This design comes from an exercise in tuning for small area, a short achievable clock period and few clock cycles on the open sky130 flow, not from production work.
The RTL was checked by simulation tests, not by an equivalence proof against the original design.
Power figures rest on the tool's default switching activity, not on a simulated workload.

## lane 5
==> flow/design.v (excerpt) <==
module rasterizer(
        input wire CLK,
        input wire RST,
        input wire START,
        output wire READY,
        input wire [15:0] V0X,
        input wire [15:0] V0Y,
        input wire [15:0] C0,
        input wire [15:0] V1X,
        input wire [15:0] V1Y,
        input wire [15:0] C1,
        input wire [15:0] V2X,
        input wire [15:0] V2Y,
        input wire [15:0] C2,
        output reg [15:0] COLOR,
        output reg [9:0] PX,
        output reg [7:0] PY,
        output reg VALID,
        output reg DONE
);
Size in the first run: roughly 1200 flip-flops, ~180 I/O pins, roughly 86000 um2 of cells after synthesis.
export LEC_CHECK = 0
export CAP_MARGIN = 20
export CORE_MARGIN = 2
export CORE_UTILIZATION = 40
export SLEW_MARGIN = 20
export TNS_END_PERCENT = 0
create_clock -name core_clock -period 12.0 [get_ports {CLK}]
standard.sh (not shown) runs the stock make flow with config.mk's settings and CLKGATE_MAP_FILE= SYNTH_SCRIPT=/design/flow/synth_recipe.tcl, a recipe that flattens the netlist after the stock synthesis.
==> flow/flow/run.sh <==
#!/bin/bash
set -euo pipefail
bash standard.sh SETUP_SLACK_MARGIN=7.5 finish > standard.log 2>&1
Lane 5 finished every step from synthesis to the final layout, and the layout passed the timing, design-rule and antenna checks.
Testbench counts of lane 5, summed over its fixed seeds: cycles 22,438.
Changes in lane 3 relative to lane 5:
--- a/flow/design.v
+++ b/flow/design.v
@@ -323,17 +323,19 @@
             end else begin
                 if (!pn) seen <= 1'b1;
                 cx <= ({10{st1}} & cx1) | ({10{st2}} & cx2) | ({10{st3}} & cx3) | ({10{st4}} & cx4);
                 rem <= ({9{st1}} & rm1) | ({9{st2}} & rm2) | ({9{st3}} & rm3) | ({9{st4}} & rm4);
             end
         end
         e1 <= e1n; e2 <= e2n; e3 <= e3n;
-        r1 <= ({25{strow & !take}} & rs1) | ({25{take}} & se1) | ({25{!strow & !take}} & r1);
-        r2 <= ({25{strow & !take}} & rs2) | ({25{take}} & se2) | ({25{!strow & !take}} & r2);
-        r3 <= ({25{strow & !take}} & rs3) | ({25{take}} & se3_now) | ({25{!strow & !take}} & r3);
+        if (strow | take) begin
+            r1 <= take ? se1 : rs1;
+            r2 <= take ? se2 : rs2;
+            r3 <= take ? se3_now : rs3;
+        end
         if (take) begin
             full <= 1'b0;
             taken <= 1'b0;
         end else if (!full && START) full <= 1'b1;
         if (RST) begin
             full <= 1'b0;
             full_d <= 1'b0;
Total met3 wirelength after detailed routing went up by more than 10% going from lane 5 to lane 3.
| die area | lane 3 vs lane 5 | 0.82% higher |
Between lane 3 and lane 5, the total placed cells including tap cells figures differ only marginally.
Sort lane 5 and lane 3 by overall fraction of global-route tracks in use, ascending, and lane 3 comes first.
Lane 3: number of tap cells added at floorplan 16 above lane 5
Delta (lane 3 minus lane 5): synthesized cell count rose by about 0.3%, fraction of the mapped netlist area in compound gates higher, initial standard-cell utilization of the core level, area taken by flip-flops and latches rose 2.6%.
| count of fill cells added during filler insertion | higher: lane 3 |
Compared with lane 5, lane 3 degrades worst slack at placement.
Testbench counts of lane 3, summed over its fixed seeds: cycles 22,438.

---

== PW ==
rasterizer, a different RTL version from the one above (not shown whole).
Size: roughly 8500 cells after synthesis, roughly 81000 um^2 of cells after synthesis.
clock: 12.0 ns
lec_check: 0
cap_margin: 20
core_margin: 2
core_utilization: 40
slew_margin: 20
Scripts as last shown in full above: flow/flow/run.sh
PW finished every step from synthesis to the final layout, and the layout passed the timing, design-rule and antenna checks.
Testbench counts of PW, summed over its fixed seeds: cycles 25,990.
The inputs of JK differ from those of PW as listed below.
diff --git a/flow/design.v b/flow/design.v
--- a/flow/design.v
+++ b/flow/design.v
@@ -160,22 +160,24 @@
     wire in0 = (rem > 9'd0) && !e1[24] && !e2[24] && !e3[24];
     wire in1 = (rem > 9'd1) && !n1a && !n2a && !n3a;
     wire in2 = (rem > 9'd2) && !n1b && !n2b && !n3b;
     wire in3 = (rem > 9'd3) && !n1c && !n2c && !n3c;
     wire p0 = in0;
     wire p1 = !in0 & in1;
     wire p2 = !in0 & !in1 & in2;
     wire p3 = !in0 & !in1 & !in2 & in3;
     wire pn = !in0 & !in1 & !in2 & !in3;
     wire v4 = rem > 9'd4;
+    wire past = (n1c & (A1[15] | (A1 == 16'sd0))) | (n2c & (A2[15] | (A2 == 16'sd0)))
+              | (n3c & (A3[15] | (A3 == 16'sd0)));
     wire leave_row = seen ? !(in0 & in1)
-                          : (p0 & !in1) | (p1 & !in2) | (p2 & !in3) | ((p3 | pn) & !v4);
+                          : (p0 & !in1) | (p1 & !in2) | (p2 & !in3) | (p3 & !v4) | (pn & (!v4 | past));
     wire emit = walking & (seen ? in0 : !pn);
     wire st1 = walking & !leave_row & p0;
     wire st2 = walking & !leave_row & !seen & p1;
     wire st3 = walking & !leave_row & !seen & p2;
     wire st4 = walking & !leave_row & !seen & (p3 | pn);
     wire acc1 = m2_v & (m2_n[2:1] == 2'd0);
     wire acc2 = m2_v & (m2_n[2:1] == 2'd1);
     wire acc3 = m2_v & (m2_n[2:1] == 2'd2);
     wire strow = walking & leave_row;
     wire [24:0] e1n = ({25{strow | acc1}} & rs1) | ({25{st1}} & e1a) | ({25{st2}} & e1b)
@@ -254,22 +256,22 @@
                 end
             end
             S_WAIT: if (m2_v && m2_n == 3'd5) begin
                 state <= S_WALK;
                 rem <= wbox;
                 seen <= 1'b0;
                 cx <= xmin_i;
                 cy <= ymin_i;
             end
             default: begin   
-                if (emit) begin
-                    pa_v <= 1'b1;
+                pa_v <= emit;
+                begin
                     pa_x <= ({10{p0}} & cx) | ({10{p1}} & cx1) | ({10{p2}} & cx2) | ({10{p3}} & cx3);
                     pa_y <= cy;
                     pa_e1 <= ({16{p0}} & e1[21:6]) | ({16{p1}} & e1a[21:6]) | ({16{p2}} & e1b[21:6]) | ({16{p3}} & e1c[21:6]);
                     pa_e2 <= ({16{p0}} & e2[21:6]) | ({16{p1}} & e2a[21:6]) | ({16{p2}} & e2b[21:6]) | ({16{p3}} & e2c[21:6]);
                     pa_e3 <= ({16{p0}} & e3[21:6]) | ({16{p1}} & e3a[21:6]) | ({16{p2}} & e3b[21:6]) | ({16{p3}} & e3c[21:6]);
                 end
                 if (leave_row) begin
                     if (last_row) begin
                         pa_done <= 1'b1;
                         if (go) begin
--- outcome ---
- JK against PW: post-CTS setup repair buffer count decreased 5; leakage component of the power decreased about 2%; maximum ir drop on the vdd rail decreased 0.00013 V; post-route cell area decreased 450 um^2.
- Side by side, met3 track demand over resource turned out higher in JK than in PW.
- Any difference in multi-input gate share of the layout cell area between JK and PW is small enough to ignore.
- JK against PW; number of rows in the core area is up slightly.
- [compare] base=PW new=JK: average footprint of a synthesized cell held steady; utilization after layout shrank by 0.66 points.
- Of the two values seen for worst setup path startpoint, e1[17] was produced by PW and ma[2] by JK.
- Between JK and PW, synthesized cell count is higher for JK, PW comes in under that.
- | multiplexer fraction of the synthesized cell area | JK vs PW | 0.15 points higher |
- Average routed wire per standard cell delta for JK relative to PW: 1.4% higher
- JK against PW: worst-path maximum fanout went down 1, critical path depth rose by 2.
Testbench counts of JK, summed over its fixed seeds: cycles 25,312.

---

== amber ==
RTL: one of the versions met above, not the one the previous note started from.
Size: about 9,400 cells after synthesis, ~1,200 flip-flops, roughly 87,000 um^2 of cells after synthesis.
==> flow/design.v (excerpt) <==
module rasterizer(
        input wire CLK,
        input wire RST,
        input wire START,
        output wire READY,
        input wire [15:0] V0X,
        input wire [15:0] V0Y,
        input wire [15:0] C0,
        input wire [15:0] V1X,
        input wire [15:0] V1Y,
        input wire [15:0] C1,
        input wire [15:0] V2X,
        input wire [15:0] V2Y,
        input wire [15:0] C2,
        output reg [15:0] COLOR,
        output reg [9:0] PX,
        output reg [7:0] PY,
        output reg VALID,
        output reg DONE
);
    reg full, full_d, full_d2, taken;
    reg [15:0] v0x, v0y, v1x, v1y, v2x, v2y, c0, c1, c2;
    assign READY = !full;
    function [31:0] maxmin3(input [15:0] a, input [15:0] b, input [15:0] c);
        reg gab, gac, gbc;
        begin
            gab = a > b; gac = a > c; gbc = b > c;
            maxmin3[31:16] = gab ? (gac ? a : c) : (gbc ? b : c);
            maxmin3[15:0]  = gab ? (gbc ? c : b) : (gac ? c : a);
        end
    endfunction
    function [3:0] msb9(input [8:0] v);
        msb9 = v[8] ? 4'd8 : v[7] ? 4'd7 : v[6] ? 4'd6 : v[5] ? 4'd5 :
               v[4] ? 4'd4 : v[3] ? 4'd3 : v[2] ? 4'd2 : v[1] ? 4'd1 : 4'd0;
    endfunction
    wire [15:0] xmax_u, xmin_u, ymax_u, ymin_u;
    assign {xmax_u, xmin_u} = maxmin3(v0x, v1x, v2x);
    assign {ymax_u, ymin_u} = maxmin3(v0y, v1y, v2y);
    reg [9:0] bx_xmax, bx_xmin, bx_ymax, bx_ymin;
    wire [8:0] bx_w = bx_xmax[8:0] - bx_xmin[8:0];
    wire [7:0] bx_h = bx_ymax[7:0] - bx_ymin[7:0];
    reg [9:0] bb_xmin;
    reg [7:0] bb_ymin;
    reg [8:0] bb_w;
    reg [7:0] bb_h;
    reg [4:0] bb_d;
    always @(posedge CLK) begin
        bx_xmax <= xmax_u[15:6] + xmax_u[5];
        bx_xmin <= xmin_u[15:6] + xmin_u[5];
        bx_ymax <= ymax_u[15:6] + ymax_u[5];
        bx_ymin <= ymin_u[15:6] + ymin_u[5];
        bb_xmin <= bx_xmin;
        bb_ymin <= bx_ymin[7:0];
        bb_w <= bx_w;
        bb_h <= bx_h;
        bb_d <= msb9(bx_w + 9'd1) + msb9({1'b0, bx_h} + 9'd1);
    end
    wire signed [15:0] cA1 = v0y - v1y, cA2 = v1y - v2y, cA3 = v2y - v0y;
  ...
Settings: LEC_CHECK=0, CAP_MARGIN=20, CORE_MARGIN=2, CORE_UTILIZATION=40, SLEW_MARGIN=20, TNS_END_PERCENT=10; clock period 12.0 ns.
Scripts as last shown in full above: flow/flow/run.sh
amber: all stages complete, timing, DRC and antenna checks passed
Testbench counts of amber, summed over its fixed seeds: cycles 22,438.
> inputs changed (amber -> quartz)
--- a/flow/design.v
+++ b/flow/design.v
@@ -1,30 +1,7 @@
-module booth_nibble(
-    input wire signed [15:0] ma,
-    input wire b3,
-    input wire b2,
-    input wire b1,
-    input wire b0,
-    input wire bm,
-    output wire signed [19:0] q
-);
-    wire one0 = b0 ^ bm;
-    wire two0 = (b1 & !b0 & !bm) | (!b1 & b0 & bm);
-    wire one1 = b2 ^ b1;
-    wire two1 = (b3 & !b2 & !b1) | (!b3 & b2 & b1);
-    wire [17:0] m1 = {{2{ma[15]}}, ma};
-    wire [17:0] m2 = {ma[15], ma, 1'b0};
-    wire [17:0] mag0 = ({18{one0}} & m1) | ({18{two0}} & m2);
-    wire [17:0] mag1 = ({18{one1}} & m1) | ({18{two1}} & m2);
-    wire [17:0] row0 = mag0 ^ {18{b1}};
-    wire [17:0] row1 = mag1 ^ {18{b3}};
-    wire [19:0] r0 = {{2{row0[17]}}, row0};
-    wire [19:0] r1 = {row1, 2'b00};
-    assign q = r0 + r1 + {17'd0, b3, 1'b0, b1};
-endmodule
 module edge_step(
     input wire signed [24:0] e,
     input wire signed [15:0] a,
     input wire signed [17:0] a3,
     output wire [24:0] s1,
     output wire [24:0] s2,
     output wire [24:0] s3,
@@ -125,24 +102,23 @@
     wire signed [15:0] opa = corner - vsel;
     wire signed [15:0] coef = ({16{msel[0]}} & cA1) | ({16{msel[1]}} & cB1) | ({16{msel[2]}} & cA2)
                             | ({16{msel[3]}} & cB2) | ({16{msel[4]}} & cA3) | ({16{msel[5]}} & cB3);
     reg signed [15:0] ma, mb;
     reg signed [19:0] q0, q1, q2, q3;
     reg op_v, m1_v, m2_v;
     reg [2:0] op_n, m1_n, m2_n;
-    wire signed [19:0] bq0, bq1, bq2, bq3;
-    booth_nibble bn0(.ma(ma), .b3(mb[3]), .b2(mb[2]), .b1(mb[1]), .b0(mb[0]), .bm(1'b0), .q(bq0));
-    booth_nibble bn1(.ma(ma), .b3(mb[7]), .b2(mb[6]), .b1(mb[5]), .b0(mb[4]), .bm(mb[3]), .q(bq1));
-    booth_nibble bn2(.ma(ma), .b3(mb[11]), .b2(mb[10]), .b1(mb[9]), .b0(mb[8]), .bm(mb[7]), .q(bq2));
-    booth_nibble bn3(.ma(ma), .b3(mb[15]), .b2(mb[14]), .b1(mb[13]), .b0(mb[12]), .bm(mb[11]), .q(bq3));
+    wire signed [4:0] mb0 = {1'b0, mb[3:0]};
+    wire signed [4:0] mb1 = {1'b0, mb[7:4]};
+    wire signed [4:0] mb2 = {1'b0, mb[11:8]};
+    wire signed [3:0] mb3 = mb[15:12];
     always @(posedge CLK) begin
-        q0 <= bq0;
-        q1 <= bq1;
-        q2 <= bq2;
-        q3 <= bq3;
+        q0 <= ma * mb0;
+        q1 <= ma * mb1;
+        q2 <= ma * mb2;
+        q3 <= ma * mb3;
     end
     wire [6:0] low6 = q0[5:0] + {q1[1:0], 4'd0};
     wire signed [24:0] t0 = q0 >>> 6;
     wire signed [24:0] t1 = q1 >>> 2;
     wire signed [24:0] t2 = q2 <<< 2;
     wire signed [24:0] t3 = q3 <<< 6;
     wire signed [24:0] t4 = {24'd0, low6[6]};
==> run summary <==
Sum of internal, switching and leakage power: quartz vs amber up 0.0010 W
Summary: worst setup slack, quartz worse than amber
quartz vs. amber: number of fill cells roughly the same; data arrival time of the critical path shows an increase of 0.17 ns; sequential share of layout area roughly the same; transition time at the pin with the least slew margin went down by 0.12 ns; net count after synthesis went down by 1.5%.
Diff amber..quartz | smallest hold slack | negligible
~same power share of the clock group in quartz and amber
Final area delta (quartz -> amber): insignificant
Fmax: quartz below amber
Global-route usage for quartz: 1.4 points down relative to amber
Testbench counts of quartz, summed over its fixed seeds: cycles 22,438.

---

rasterizer, a different RTL version from the one above (not shown whole).
Size: ~9000 cells after synthesis, about 1200 flip-flops, roughly 88000 sq um of cells after synthesis.
clock: 12.0 ns
lec_check: 0
cap_margin: 20
core_margin: 2
core_utilization: 40
slew_margin: 20
Scripts as last shown in full above: flow/flow/run.sh
Testbench counts at the start, summed over its fixed seeds: cycles 22,647.
==> next run, changes <==
--- a/flow/design.v
+++ b/flow/design.v
@@ -92,22 +92,25 @@
     wire signed [15:0] cA1 = v0y - v1y, cA2 = v1y - v2y, cA3 = v2y - v0y;
     wire signed [15:0] cB1 = v1x - v0x, cB2 = v2x - v1x, cB3 = v0x - v2x;
     localparam U_IDLE = 2'd0, U_MUL = 2'd1, U_WAIT = 2'd2, U_RDY = 2'd3;
     reg [1:0] ustate;
     reg [5:0] msel;         
     reg empty;              
     wire go = full && !taken && ustate == U_IDLE;
     wire [15:0] vsel = ({16{msel[0]}} & v0x) | ({16{msel[1]}} & v0y) | ({16{msel[2]}} & v1x)
                      | ({16{msel[3]}} & v1y) | ({16{msel[4]}} & v2x) | ({16{msel[5]}} & v2y);
+    wire [15:0] cp = ({16{msel[0]}} & v0y) | ({16{msel[1]}} & v1x) | ({16{msel[2]}} & v1y)
+                   | ({16{msel[3]}} & v2x) | ({16{msel[4]}} & v2y) | ({16{msel[5]}} & v0x);
+    wire [15:0] cq = ({16{msel[0]}} & v1y) | ({16{msel[1]}} & v0x) | ({16{msel[2]}} & v2y)
+                   | ({16{msel[3]}} & v1x) | ({16{msel[4]}} & v0y) | ({16{msel[5]}} & v2x);
     wire [15:0] corner = (msel[1] | msel[3] | msel[5]) ? {bx_ymin[7:0], 6'd32} : {bx_xmin, 6'd32};
     wire signed [15:0] opa = corner - vsel;
-    wire signed [15:0] coef = ({16{msel[0]}} & cA1) | ({16{msel[1]}} & cB1) | ({16{msel[2]}} & cA2)
-                            | ({16{msel[3]}} & cB2) | ({16{msel[4]}} & cA3) | ({16{msel[5]}} & cB3);
+    wire signed [15:0] coef = cp - cq;
     reg signed [15:0] ma, mb;
     reg signed [19:0] q0, q1, q2, q3;
     reg op_v, m1_v, m2_v;
     reg [2:0] op_n, m1_n, m2_n;
     wire signed [4:0] mb0 = {1'b0, mb[3:0]};
     wire signed [4:0] mb1 = {1'b0, mb[7:4]};
     wire signed [4:0] mb2 = {1'b0, mb[11:8]};
     wire signed [3:0] mb3 = mb[15:12];
     always @(posedge CLK) begin
=> The new run completed without violations. Sequential share of layout area hardly moves. Sequential power goes down by about 0.7%. Worst setup slack improves by 0.13 ns. Fmax goes up by 2.9%. Design area is about the same. Critical path depth goes up by 1. Cell count goes up by 1.6%. Utilization goes down by 0.62 points. Sequential cell count does not change. Wire length goes down by 3.1%. Non-clock buffer count goes down by 102. Global-route usage goes down by 0.85 points. Worst hold slack barely changes. Power goes down by 9.1%.
Testbench counts after the change, summed over its fixed seeds: cycles 22,647.

separate check: timing with driven ports:
No port has a modelled driver above. Below, the same layouts with a new extraction and two added sets of constraints.
Step 1 assumes that a clkbuf_16 drives the clock port and a buf_2 every other input.
Step 2, shift: input delay + t, output delay - t, t = (earliest + latest rising clock arrival at the registers) / 2. This alone moves slack from input paths to output paths.
Three values: ideal, step 1, step 2; two values: the first two.
run | shift t [ns] | setup slack, ns | worst setup path after step 2 | clock arrival spread, ns
lane 5 | 0.887 | 7.375 / 7.375 / 7.375 | register to register | 0.050 / 0.050
lane 3 | 0.895 | 7.274 / 7.274 / 7.274 | register to register | 0.065 / 0.065
PW | 0.891 | 7.279 / 7.279 / 7.279 | register to register | 0.057 / 0.057
JK | 0.897 | 7.380 / 7.380 / 7.380 | register to register | 0.046 / 0.046
amber | 0.910 | 7.299 / 7.299 / 7.299 | register to register | 0.047 / 0.046
quartz | 0.899 | 7.278 / 7.278 / 7.278 | register to register | 0.057 / 0.057
the first run of note 4 | 0.898 | 7.384 / 7.384 / 7.384 | register to register | 0.052 / 0.052
the second run of note 4 | 0.887 | 7.514 / 7.514 / 7.514 | register to register | 0.047 / 0.047
After both steps setup and hold are still met in every run listed.
